Context: an optimization exercise on an open-source flow, tuned for small area. The choices shown serve that exercise and are no tape-out recipe. At most, simulation tests tie the RTL to the original design; equivalence was not proved. Power is estimated from default activity; no workload was simulated.

## TR
==> flow/design.v (excerpt) <==
module asx_soupbintcp_itch (
    input  wire        clk,
    input  wire        rst,
    input  wire        ip_payload_valid,
    input  wire [7:0]  ip_payload_data,
    input  wire        ip_payload_start,
    input  wire        ip_payload_end,
    output wire [15:0] tcp_src_port,
    output wire [15:0] tcp_dst_port,
    output wire [31:0] tcp_seq_num,
    output wire [31:0] tcp_ack_num,
    output wire [3:0] tcp_data_offset,
    output wire [7:0] tcp_flags,
    output wire [15:0] tcp_window,
    output wire tcp_flag_syn,
    output wire tcp_flag_ack,
    output wire tcp_flag_fin,
    output wire tcp_flag_rst,
    output wire tcp_flag_psh,
    output wire tcp_header_valid,
    output wire tcp_parse_error,
    output wire session_active,
    output wire [63:0] session_sequence,
    output wire [7:0] pkt_type,
    output wire pkt_type_valid,
    output wire pkt_heartbeat,
    output wire pkt_login_accepted,
    output wire pkt_login_rejected,
    output wire pkt_end_session,
    output wire [31:0] seq_data_count,
    output wire [31:0] heartbeat_count,
    output wire parse_error,
    output wire msg_valid,
    output wire [7:0] msg_type,
    output wire msg_error,
    output wire [31:0] timestamp,
    output wire [63:0] order_id,
    output wire [31:0] orderbook_id,
    output wire side,
    output wire add_order_valid,
    output wire add_order_start,
    output wire [63:0] quantity,
    output wire [31:0] price,
    output wire [15:0] order_attributes,
    output wire order_executed_valid,
    output wire [63:0] exec_quantity,
    output wire order_cancel_valid,
    output wire order_delete_valid,
    output wire order_replace_valid,
    output wire directory_valid,
    output wire system_event_valid,
    output wire [7:0] event_code,
    output wire [31:0] total_messages,
    output wire [31:0] parse_errors
);
Settings: LEC_CHECK=0, CAP_MARGIN=20, CORE_MARGIN=2, CORE_UTILIZATION=40, SLEW_MARGIN=20; clock period 5.0 ns.
standard.sh (not shown) runs the stock make flow with config.mk's settings and CLKGATE_MAP_FILE= SYNTH_SCRIPT=/design/flow/synth_recipe.tcl, a recipe that flattens the netlist after the stock synthesis.
==> flow/flow/run.sh <==
#!/bin/bash
# The standard layout (standard.sh) with: the smallest buffer cell on the
# ports, synthesis buffers removed at floorplan, no dummy clock-tree loads.
set -euo pipefail
export BUFFER_PORTS_ARGS="-buffer_cell sky130_fd_sc_hd__buf_1"
export REMOVE_ABC_BUFFERS=1
export CTS_ARGS="-sink_clustering_enable -repair_clock_nets -dont_use_dummy_load -sink_clustering_size 25 -sink_clustering_max_diameter 100"
bash standard.sh > standard_flow.log 2>&1
Edits applied to the flow inputs when going from TR to MS:
--- a/flow/design.v
+++ b/flow/design.v
@@ -55,20 +55,21 @@
 );
     reg [7:0] d1;
     always @(posedge clk)
         d1 <= ip_payload_data;
     localparam [1:0] T_IDLE = 2'd0, T_HDR = 2'd1, T_OPT = 2'd2, T_PAY = 2'd3;
     reg [1:0] t_state;
     wire [5:0] tpos;     
     reg       hw1;       
     reg       v1, e1;    
     reg       hdr_valid_r, tcp_err_r;
+    wire [7:0] fb0;      
     wire [7:0] fb12;     
     wire [3:0] doff = fb12[7:4];
     always @(posedge clk) begin
         if (rst) begin
             t_state     <= T_IDLE;
             hw1         <= 1'b0;
             v1          <= 1'b0;
             e1          <= 1'b0;
             hdr_valid_r <= 1'b0;
             tcp_err_r   <= 1'b0;
@@ -304,80 +305,65 @@
     assign order_cancel_valid   = msg_valid_r && (mt == 8'h58);
     assign order_delete_valid   = msg_valid_r && (mt == 8'h44);
     assign order_replace_valid  = msg_valid_r && (mt == 8'h55);
     assign directory_valid      = msg_valid_r && (mt == 8'h52);
     assign system_event_valid   = msg_valid_r && (mt == 8'h53);
     assign total_messages       = msg_cnt;
     assign parse_errors         = err_cnt;
     wire       wi  = (i_next == I_COUNT) && v1 && s_pay;   
     wire       wr  = hw1 || wi;
     wire [5:0] pos = hw1 ? tpos : bc_next;
-    reg [7:0] fb [1:31];
-    reg [7:0] fb0, src_lo;
-    reg       side_r;
-    wire sh_ts  = (wi && (pos >= 6'd1) && (pos <= 6'd4)) ||
-                  (hw1 && (pos >= 6'd2) && (pos <= 6'd4));
-    wire sh_oid = wr && (pos >= 6'd5) && (pos <= 6'd12);
-    wire sh_obh = wr && ((pos == 6'd13) || (pos == 6'd14));
-    wire sh_obl = (wi && ((pos == 6'd15) || (pos == 6'd16))) || (hw1 && (pos == 6'd15));
-    wire sh_qty = wi && (pos >= 6'd18) && (pos <= 6'd25);
-    wire sh_prc = wi && (pos >= 6'd26) && (pos <= 6'd29);
-    wire sh_att = wi && ((pos == 6'd30) || (pos == 6'd31));
+    reg [7:0]  fb [0:31];
+    reg        side_r;
     genvar k;
     generate
-        for (k = 1; k < 32; k = k + 1) begin : g_fb
+        for (k = 0; k < 32; k = k + 1) begin : g_fb
             if (k != 17) begin : g_byte
-                wire sh = (k <= 4)  ? sh_ts  :
-                          (k <= 12) ? sh_oid :
-                          (k <= 14) ? sh_obh :
-                          (k <= 16) ? sh_obl :
-                          (k <= 25) ? sh_qty :
-                          (k <= 29) ? sh_prc : sh_att;
-                wire top = (k == 4) || (k == 12) || (k == 14) || (k == 16) ||
-                           (k == 25) || (k == 29) || (k == 31);
+                wire we = (k == 1) ? (wi && (pos == 6'd1))
+                        : (k == 0) ? ((hw1 && (pos == 6'd0)) || (v1 && (s_state == S_TYPE)))
+                        : (wr && (pos == k));
                 always @(posedge clk)
-                    if (sh)
-                        fb[k] <= top ? d1 : fb[(k == 31) ? 31 : k + 1];
+                    if (we)
+                        fb[k] <= d1;
             end
         end
     endgenerate
-    always @(posedge clk)
-        if ((hw1 && (pos == 6'd0)) || (v1 && (s_state == S_TYPE)))
-            fb0 <= d1;
+    reg [7:0] src_lo;
     always @(posedge clk)
         if (hw1 && (pos == 6'd1))
             src_lo <= d1;
     always @(posedge clk)
-        if (wi && (pos == 6'd17))
+        if (wr && (pos == 6'd17))
             side_r <= (d1 == 8'h42);
+    assign fb0  = fb[0];
     assign fb12 = fb[12];
-    assign tcp_src_port    = {fb0, src_lo};
+    assign tcp_src_port    = {fb[0], src_lo};
     assign tcp_dst_port    = {fb[2], fb[3]};
     assign tcp_seq_num     = {fb[4], fb[5], fb[6], fb[7]};
     assign tcp_ack_num     = {fb[8], fb[9], fb[10], fb[11]};
     assign tcp_data_offset = fb[12][7:4];
     assign tcp_flags       = fb[13];
-    assign tcp_window      = {fb[14], fb[16]};    
+    assign tcp_window      = {fb[14], fb[15]};
     assign tcp_flag_fin    = fb[13][0];
     assign tcp_flag_syn    = fb[13][1];
     assign tcp_flag_rst    = fb[13][2];
     assign tcp_flag_psh    = fb[13][3];
     assign tcp_flag_ack    = fb[13][4];
     assign timestamp        = {fb[1], fb[2], fb[3], fb[4]};
     assign order_id         = {fb[5], fb[6], fb[7], fb[8], fb[9], fb[10], fb[11], fb[12]};
     assign orderbook_id     = {fb[13], fb[14], fb[15], fb[16]};
     assign side             = side_r;
     assign quantity         = {fb[18], fb[19], fb[20], fb[21], fb[22], fb[23], fb[24], fb[25]};
     assign exec_quantity    = {fb[18], fb[19], fb[20], fb[21], fb[22], fb[23], fb[24], fb[25]};
     assign price            = {fb[26], fb[27], fb[28], fb[29]};
     assign order_attributes = {fb[30], fb[31]};
-    assign event_code       = fb[12];    
+    assign event_code       = fb[5];
 endmodule
 module event_counter #(
     parameter W = 32
 ) (
     input  wire         clk,
     input  wire         rst,
     input  wire         inc,
     output reg  [W-1:0] count
 );
     wire [W-1:0] carry;
==> results.txt <==
Share of the clock period used by the worst path, MS and TR: higher on MS. Going from TR to MS, leakage power figure grows by about 0.6%. Post-route total power (MS over TR): decrease, about 1.3%. Via count on MS is ahead of TR. On utilization, MS tracks TR almost exactly. Part of the total power dissipated in combinational logic, MS and TR: larger value in TR. Comparing MS and TR, count of cell instances traversed by the critical path is higher on TR. Delta(share of the synthesized area in compound gates (AO/OA/AOI/OAI), MS - TR) < 0. Compared with TR, MS shows fraction of layout instances using a drive strength above 1 higher by 0.37 points. MS: post-synthesis cell type count is about 8% lower than what TR reported. The adder and majority cell fraction of the synthesized area was comparable across MS and TR. Delta (MS minus TR): wire length reported by the detailed router went up by 0.86%; number of non-clock buffers in the layout went up by 3.
Only the layout flow was run in TR; the RTL was not checked for function there.

==> separate check: timing with driven ports <==
No port has a modelled driver above. Below, the same layouts with a new extraction and two added sets of constraints.
Step 1, drivers: a clkbuf_16 drives clk and a buf_2 each remaining input, both assumed.
Step 2, shift: input delay + t, output delay - t, t = (earliest + latest rising clock arrival at the registers) / 2. This alone moves slack from input paths to output paths.
Three values: ideal ports, drivers, drivers and shift; two values: the first two.
run | t (ns) | slack for setup (ns) | hold WS [ns] | worst setup path at the end | slew at the worst register clock pin (ns)
TR | 0.613 | 1.244 / 1.244 / 1.244 | 0.435 / 0.435 / 0.435 | register to register | 0.11 / 0.11
MS | 0.616 | 0.801 / 0.801 / 0.801 | 0.486 / 0.486 / 0.486 | register to register | 0.10 / 0.10
After both steps setup and hold are still met in every run listed.
